This is an optimization exercise on Yosys and OpenROAD, whose aim is small area, a short achievable clock period and few clock cycles per item, not a production implementation. Function was checked by simulation only, so behaviour that the tests miss may differ from the original.

==> flow/design.v, too long to show whole: its modules and the start of the top module <==
// module PixelSolverMultiCore: 143 lines
// module dp1: 2196 lines
// module dp2: 532 lines
// module add44: 272 lines
// module add45: 279 lines
module PixelSolverMultiCore (
  input               io_cmd_valid,
  output              io_cmd_ready,
  input      [27:0]   io_cmd_payload_x,
  input      [27:0]   io_cmd_payload_y,
  output              io_rsp_valid,
  input               io_rsp_ready,
  output     [5:0]    io_rsp_payload_iteration,
  input               clk,
  input               reset
);
  // ...
==> flow/flow/run.sh <==
#!/bin/bash
# Layout flow: the standard synthesis, then an inverter-polarity pass on the
# synthesized netlist (flow/invopt.py: full adders are self-dual, so most
# inverters between them can go), then the standard ORFS layout with
# repair_timing asked to over-fix setup by a margin, so that the layout is
# optimised below the design's clock period.
set -euo pipefail
HERE=$(pwd)
RES=$HERE/orfs/results/$FLOW_PLATFORM/PixelSolverMultiCore/base
bash standard.sh "$RES/1_2_yosys.v" > flow_synth.log 2>&1
cp "$RES/1_2_yosys.v" "$HERE/synth_standard.v"
python3 flow/invopt.py "$HERE/synth_standard.v" "$RES/1_2_yosys.v" > flow_invopt.log 2>&1
export SETUP_SLACK_MARGIN=12.3
bash standard.sh > flow_make.log 2>&1
==> flow/flow/invopt.py <==
#!/usr/bin/env python3
"""Inverter polarity optimisation on a Yosys-written sky130hd netlist.

A full adder is self-dual: FA(~a, ~b, ~c) = (~sum, ~cout).  Synthesis leaves
many inverters between full adders.  This pass removes every inverter, then
chooses for each full adder whether it computes its outputs in true or in
complemented form (flipping its inputs accordingly) so that as few signals as
possible are needed in both polarities, and adds back one inverter for each
signal that still is.  Registers, ports and all other cells are unchanged.

usage: invopt.py in.v out.v
"""
import re, sys, collections

OUT_PINS = {"X", "Y", "Q", "Q_N", "SUM", "COUT", "HI", "LO"}
src = open(sys.argv[1]).read()
m = re.search(r"^module\s+(\S+)\s*\((.*?)\);", src, re.S | re.M)
ports = set(p.strip() for p in m.group(2).split(","))
inst_re = re.compile(r"^\s*(sky130_fd_sc_hd__\w+)\s+(\S+(?: )?)\s*\((.*?)\);\s*$", re.S | re.M)
pin_re = re.compile(r"\.(\w+)\(([^()]*)\)")

body_start = src.index(";", m.end() - 1) + 1
cells = []
for im in inst_re.finditer(src):
    typ, name, pins = im.group(1), im.group(2).strip(), im.group(3)
    pl = [(p, n.strip()) for p, n in pin_re.findall(pins)]
    cells.append([typ, name, pl, im.start(), im.end()])
first = cells[0][3]; last = cells[-1][4]
head = src[:first]; tail = src[last:]
assert "assign" not in src[first:last]

def is_inv(c):
    return re.match(r"sky130_fd_sc_hd__(clk)?inv_\d+$", c[0]) is not None
def is_fa(c):
    return re.match(r"sky130_fd_sc_hd__fa_\d+$", c[0]) is not None
def portnet(n):
    base = n.split("[")[0].strip().lstrip("\\")
    return base in ports or n in ports

driver = {}
for i, c in enumerate(cells):
    for p, n in c[2]:
        if p in OUT_PINS:
            driver[n] = (i, p)

# inverters eligible for removal: output not a port net
removable = set()
for i, c in enumerate(cells):
    if is_inv(c):
        y = dict(c[2])["Y"]
        if not portnet(y):
            removable.add(i)

memo = {}
def lit(n):
    """net -> (base net, polarity) following removable inverters."""
    if n in memo: return memo[n]
    d = driver.get(n)
    if d is not None and d[0] in removable:
        a = dict(cells[d[0]][2])["A"]
        b, p = lit(a)
        r = (b, p ^ 1)
    else:
        r = (n, 0)
    memo[n] = r
    return r

fa_ids = [i for i, c in enumerate(cells) if is_fa(c)]
phi = {i: 0 for i in fa_ids}
# FA driving base nets
fa_of_base = {}
for i in fa_ids:
    for p, n in cells[i][2]:
        if p in ("SUM", "COUT"):
            if portnet(n):
                phi[i] = None  # fixed, never flip
            fa_of_base[n] = i
# requirements: base -> list of (cell id or -1, pol)
req = collections.defaultdict(list)
uses = collections.defaultdict(list)  # fa id -> list of bases it consumes
for i, c in enumerate(cells):
    if i in removable: continue
    for p, n in c[2]:
        if p in OUT_PINS: continue
        if n.startswith(("1'", "0'")) or n == "": continue
        b, pol = lit(n)
        req[b].append((i, pol))
        if is_fa(c): uses[i].append(b)
# port nets driven through removable inverters cannot happen (excluded); ports read as outputs are consumers too
def prov(b):
    i = fa_of_base.get(b)
    if i is None or phi[i] is None: return 0
    return phi[i]
def eff(i, pol):
    if i in phi and phi[i]: return pol ^ 1
    return pol
def cost(b):
    p = prov(b)
    for i, pol in req[b]:
        if eff(i, pol) != p: return 1
    return 0
total0 = sum(cost(b) for b in req)
n_inv0 = len(removable)
changed = True
it = 0
while changed and it < 50:
    changed = False; it += 1
    for i in fa_ids:
        if phi[i] is None: continue
        aff = set(uses[i])
        for p, n in cells[i][2]:
            if p in ("SUM", "COUT"): aff.add(n)
        before = sum(cost(b) for b in aff)
        phi[i] ^= 1
        after = sum(cost(b) for b in aff)
        if after < before:
            changed = True
        else:
            phi[i] ^= 1
total1 = sum(cost(b) for b in req)
print(f"inverters removed {n_inv0}, signals needing inverters before {total0} after {total1}, passes {it}", file=sys.stderr)

# emit
def esc(n):
    return n + " " if n.startswith("\\") else n
inv_net = {}
new_cells = []
k = 0
for b in req:
    if cost(b):
        k += 1
        nn = f"_invopt_{k}_"
        inv_net[b] = nn
        new_cells.append(f"  sky130_fd_sc_hd__inv_1 _invopt_c{k}_ (\n    .A({esc(b)}),\n    .Y({nn})\n  );\n")
out = []
for i, c in enumerate(cells):
    if i in removable: continue
    lines = []
    for p, n in c[2]:
        if p not in OUT_PINS and not n.startswith(("1'", "0'")) and n != "":
            b, pol = lit(n)
            e = eff(i, pol)
            n = b if e == prov(b) else inv_net[b]
        lines.append(f"    .{p}({esc(n)})")
    out.append(f"  {c[0]} {esc(c[1])} (\n" + ",\n".join(lines) + "\n  );\n")
decl = "".join(f"  wire _invopt_{j}_;\n" for j in range(1, k + 1))
open(sys.argv[2], "w").write(head + decl + "".join(out) + "".join(new_cells) + tail)
==> flow/standard.sh <==
#!/bin/bash
# synth_recipe.tcl (not shown) runs the flow's synth.tcl, then flattens the netlist and writes it again
# the make line also repeats each setting of config.mk as NAME=value (left out here)
make -C /OpenROAD-flow-scripts/flow DESIGN_CONFIG=/design/flow/config.mk WORK_HOME=/design/flow/orfs CLKGATE_MAP_FILE= SYNTH_SCRIPT=/design/flow/synth_recipe.tcl "${@:-finish}"
==> flow/config.mk <==
export PLATFORM = sky130hd
export DESIGN_NAME = PixelSolverMultiCore
export DESIGN_NICKNAME = PixelSolverMultiCore
export VERILOG_FILES = /design/flow/design.v
export SDC_FILE = /design/flow/constraint.sdc
export NUM_CORES = 4
export LEC_CHECK = 0
export CAP_MARGIN = 20
export CORE_MARGIN = 2
export CORE_UTILIZATION = 55
export SLEW_MARGIN = 20
==> flow/constraint.sdc <==
create_clock -name core_clock -period 17.0 [get_ports {clk}]
set_input_delay 3.4000 -clock core_clock [delete_from_list [all_inputs] [get_ports {clk}]]
set_output_delay 3.4000 -clock core_clock [all_outputs]
set_load 0.01 [all_outputs]
==> results.env, run 1 <==
RUN_STATUS='complete, no violations'
GROUTE.LAYER.MET2.USAGE_PCT=48.3
GP_CONGESTION=0.899
MAX_STAGE_DELAY_NS=0.52
DP.FINAL_HPWL_MM=97.2
PEAK_CLOCK_FREQUENCY_SUPPORTED_BY_TIMING_GHz=0.201
MIN-DELAY-START='y02[0]$_DFF_P_'
LAYOUT_COMMON_CELLS='749 x sky130_fd_sc_hd__fa_1, 483 x sky130_fd_sc_hd__dfxtp_1, 410 x sky130_fd_sc_hd__inv_1, 307 x sky130_fd_sc_hd__ha_1, 265 x sky130_fd_sc_hd__xnor2_1'
TIMING.FINAL.SETUP_VIOLATIONS=0
GRT.OVERFLOW.TOTAL=0
WORSTHOLDPATHTYPE='flop to flop'
CP_NUM_BUF_INV=3
HOLDWS_NS=0.305
CP-START-KIND='flop'
CTS_INSERTED_BUFFERS=72
CRITICAL_PATH_PEAK_FANOUT=7
SLACK_OF_THE_CRITICAL_PATH_NS=12.03
WORST_PATH_DOMINANT_CELL_FAMILY='adder cells'
MIN_PERIOD_NS=4.97
N_MULTI_INPUT_COMBINATIONAL_CELL=2917
LAYOUT-AREA-OVERHEAD-VS-SYNTH_PCT=12.8
PLACE.PORT_BUFFERS=67
SLEW_VIOL_FINAL=0
WORST_SETUP_PATH_STARTPOINT='a0r[16]$_DFF_P_'
TIMING.HOLD.WORST_PATH_DEPTH=0
NFLOPSANDLATCHES=614
MULTI_INPUT_AREA_SHARE_PCT=60.0
CRITICAL_PATH.ENDPOINT='x1[5]$_DFF_P_'
INSERTEDDIODECOUNT=0
FINAL.SIGNAL_BUFFER_COUNT=257
INITIAL_ANTENNA_VIOLATION_COUNT=6
Testbench counts, summed over its fixed seeds: cycles 114,659, items 7,200.
==> run 2: changes to the inputs <==
--- a/flow/config.mk
+++ b/flow/config.mk
@@ -7,2 +7,3 @@
 export LEC_CHECK = 0
+export ABC_AREA = 1
 export CAP_MARGIN = 20
==> run 2 against run 1 <==
Effect of this change:
- still clean
- maximum frequency is 4.2% higher
- cell count grew 12%
- clock skew decreased by 0.017 ns
- core utilization shrank 0.69 points
==> results.env, run 2 <==
YS.WARNINGS.COUNT=2  # unchanged
IO_PINS=68  # unchanged
LAYOUT-DRIVE-GT1-SHARE_PCT=10.1  # was 10.2%
HOLD_VIOL=0  # unchanged
POST_DRT_VIA_CELL_RATIO=5.52  # was 5.80
CORE_AREA_UM2=86800  # was 85500 um2
WORST-ENDPOINT-ARRIVAL_NS=1.37  # was 5.49 ns
MIN_PERIOD_NS=4.77  # was 4.97 ns
SYN_NETS=5972  # was 5322
SYN_INST=4837  # was 4187
CRITPATHKIND='flop to output port'  # was flop to flop
CELL_ROW_COUNT=108  # was 107
CTS_INSERTED_BUFFERS=71  # was 72
GRT_PASS1_WL_MM=208  # was 209 mm
CTS_TREE='yes'  # unchanged
FINAL_COMMON_CELL='sky130_fd_sc_hd__nand2_1'  # was sky130_fd_sc_hd__fa_1
FINCLKSKEW_NS=0.0284  # was 0.0452 ns
GR-USAGE-ALL-LAYERS_PCT=30.6  # was 31.4%
CRITICAL_PATH_PEAK_FANOUT=2  # was 7
AREA_OF_THE_DIE_UM2=90000  # was 89000 um2
SYN-CELL-AREA_UM2=48200  # was 47600 um2
PLACE.PORT_BUFFERS=67  # unchanged
LARGEST_REG_FLOPS=48  # unchanged
FINAL_MIN_PERIOD_OVER_CLOCK_PERIOD_PCT=28.0  # was 29.2%
PEAK_CLOCK_FREQUENCY_SUPPORTED_BY_TIMING_GHz=0.210  # was 0.201 GHz
SLEW_VIOL_FINAL=0  # unchanged
GRT_SETUP_UNREPAIRED='true'  # unchanged
WORST_SETUP_PATH_STARTPOINT='bv$_DFF_PP0_'  # was a0r[16]$_DFF_P_
RUN_STATUS='complete, no violations'  # unchanged
DP.FINAL_HPWL_MM=98.9  # was 97.2 mm
POST_DRT_WL_PER_CELL_UM=22.4  # was 25.3 um
AREA.SEQUENTIAL_UM2=13400  # about the same
DETAIL_ROUTE.DRC_VIOLATIONS=0  # unchanged
CRITPATHCAPTURETYPE='output port'  # was flop
NNETSFINAL=6045  # was 5410
WORSTHOLDPATHTYPE='flop to flop'  # unchanged
INITIAL_UTILIZATION_PCT=55.5  # was 55.7%
WORST_R2R_PATH_DEPTH=15  # was 18
MASTER_CELL_OF_THE_CLOCK_ROOT_BUFFER='sky130_fd_sc_hd__clkbuf_16'  # unchanged
MAXSLEWHEADROOM_PCT=31.5  # was 29.7%
HOLDWS_NS=0.316  # was 0.305 ns
TIMING.HOLD.WORST_PATH_DEPTH=0  # unchanged
MIN-DELAY-START='y02[10]$_DFF_P_'  # was y02[0]$_DFF_P_
H_TREE_LEVELS=3  # unchanged
CP-START-KIND='flop'  # unchanged
ROUTED_WIRELENGTH_MM=137  # was 138 mm
GRT.OVERFLOW.TOTAL=0  # unchanged
CTS.SINKS=614  # unchanged
LAYOUT-AREA-OVERHEAD-VS-SYNTH_PCT=11.9  # was 12.8%
WORSTMARGINPINSLEW_NS=1.02  # was 1.05 ns
TIMING.FINAL.SETUP_VIOLATIONS=0  # unchanged
INITIAL_DRC_COUNT=3002  # was 2831
GRT_PASS1_VIAS=34600  # was 33500
INITIAL_ANTENNA_VIOLATION_COUNT=1  # was 6
ANTENNA_VIOLATING_NETS_POST_ROUTE=0  # unchanged
FINALSETUPTNS_NS=0  # unchanged
FILL_CELL_COUNT=7327  # was 6934
LAYOUT_COMMON_CELLS='845 x sky130_fd_sc_hd__nand2_1, 746 x sky130_fd_sc_hd__fa_1, 702 x sky130_fd_sc_hd__inv_1, 491 x sky130_fd_sc_hd__dfxtp_1, 369 x sky130_fd_sc_hd__xor2_1'  # was 749 x sky130_fd_sc_hd__fa_1, 483 x sky130_fd_sc_hd__dfxtp_1, 410 x sky130_fd_sc_hd__inv_1, 307 x sky130_fd_sc_hd__ha_1, 265 x sky130_fd_sc_hd__xnor2_1
CLKLATENCYLATEPIN_NS=0.65  # about the same
CTS.PATH.MAX_BUFFERS=3  # unchanged
DR_TOTAL_VIAS=33800  # was 31700
FP.DIEW_UM=300  # was 298 um
MAX_STAGE_DELAY_NS=0.39  # was 0.52 ns
HIGHEST_DELAY_CELL_ALONG_THE_CRITICAL_PATH='sky130_fd_sc_hd__dfrtp_2'  # was sky130_fd_sc_hd__or4_4
MULTI_INPUT_AREA_UM2=31400  # was 32300 um2
MAX_CAP_VIOLATIONS=0  # unchanged
DIE_HEIGHT_UM=300  # was 298 um
TOP_REGISTER='rob_d'  # unchanged
FIRSTDRTPASSITERS=6  # unchanged
AVGSYNTHCELLAREA_UM2=9.96  # was 11.4 um2
REQUIRED_NS=13.60  # was 17.52 ns
CP_CELL_SEQUENCE='clkinvlp_4 > buf_12 > buf_6'  # was ha_2 > fa_1 > fa_1 > ha_1 > and3_4 > a221o_1 > a221oi_4 > o31ai_4 > a21oi_4 > buf_12 > o31ai_4 > and4_1 > or4_4 > nor4_4 > buf_6 > nand2_8 > buf_12 > mux2_4
GP_CONGESTION=0.891  # was 0.899
GRT_START_MAX_NET_PINS=72  # was 129
CLK_PIN_SLEW_WORST_PATHS_NS=0.06  # about the same
ORIGIN_OF_THE_CRITICAL_FLOP_TO_FLOP_PATH='y1[21]$_DFF_P_'  # was a0r[16]$_DFF_P_
[run 2: layout make-up]
class | count | area share (%)
multi-input combinational | 3218 | 58.2
sequential | 614 | 24.9
inverter | 753 | 5.53
timing repair buffer | 227 | 4.10
clock buffer | 99 | 3.68
tap | 1155 | 2.68
clock inverter | 31 | 0.671
timing repair inverter | 25 | 0.265
antenna | 1 | 0.00464
[run 2: final timing paths]
check	endpoint	slack (ns)
min in group asynchronous	head[2]$_DFFE_PP0P_	3.25
hold / removal	y01[10]$_DFF_P_	0.32
setup / recovery	io_cmd_ready	12.23
max in group asynchronous	new1$_DFF_PP0_	13.11
hold reg to reg	y01[10]$_DFF_P_	0.32
setup reg to reg	p1r[29]$_DFF_P_	12.26
[run 2: worst max-delay path: cells and delay by family, from the launching register on]
family | cells | cell delay, ns
flip-flops | 1 | 0.39
buffers and inverters | 3 | 0.35
[run 2: stage by stage]
stage                     setup slack, ns  util (%)  instances  cell area (um2)
after floorplan                     12.28         -       4837            48200
after global placement              10.85      57.4       5877            49800
after detailed placement            10.69      57.4       5877            49800
after CTS                           12.20      61.0       6054            52900
after global routing                12.19      62.1       6122            53900
final                               12.23      62.1       6123            53900
[run 2: timing repair]
action / in CTS / in global routing
gates resized for setup: 102 / 112
setup buffers: 33 / 51
pin swaps: 5 / 36
hold buffers: 0 / 0
cloned: 14 / 17
endpoints found under the setup margin: 218 / 129
[run 2: metal layers]
| layer | GRT usage [%] | up-vias | part of all wire (%) |
|---|---|---|---|
| li1 | - | 15300 | - |
| met1 | 44.6 | 16800 | 44 |
| met2 | 47.1 | 1422 | 44 |
| met3 | 5.71 | 274 | 8.9 |
| met4 | 8.32 | 0 | 2.7 |
| met5 | 0 | - | 0 |

[static timing again, ports no longer ideal]
The flow's constraints put no driver on any port. The routed layouts listed below were extracted and timed again, unchanged, in two steps. Step 1: set_driving_cell puts a clkbuf_16 on clk and a buf_2 on each other input, an assumption about the parent block. Step 2 times the ports against the registers' clock, not the clock port: input delays grow and output delays shrink by t, the midpoint of the rising clock arrivals with the driver on. a / b / c = no drivers / after step 1 / after step 2; a / b = the first two.
run | shift t [ns] | setup WS [ns] | latest minus earliest clock arrival (ns) | worst data-port slew with drivers (ns)
run 1 | 0.705 | 12.030 / 12.030 / 11.728 | 0.058 / 0.058 | 0.04
run 2 | 0.703 | 12.232 / 12.162 / 11.757 | 0.034 / 0.035 | 0.10
After both steps every run listed still meets setup and hold. The setup slack of run 2, which loses most, moves by -0.070 ns with the drivers and by -0.475 ns with both steps.
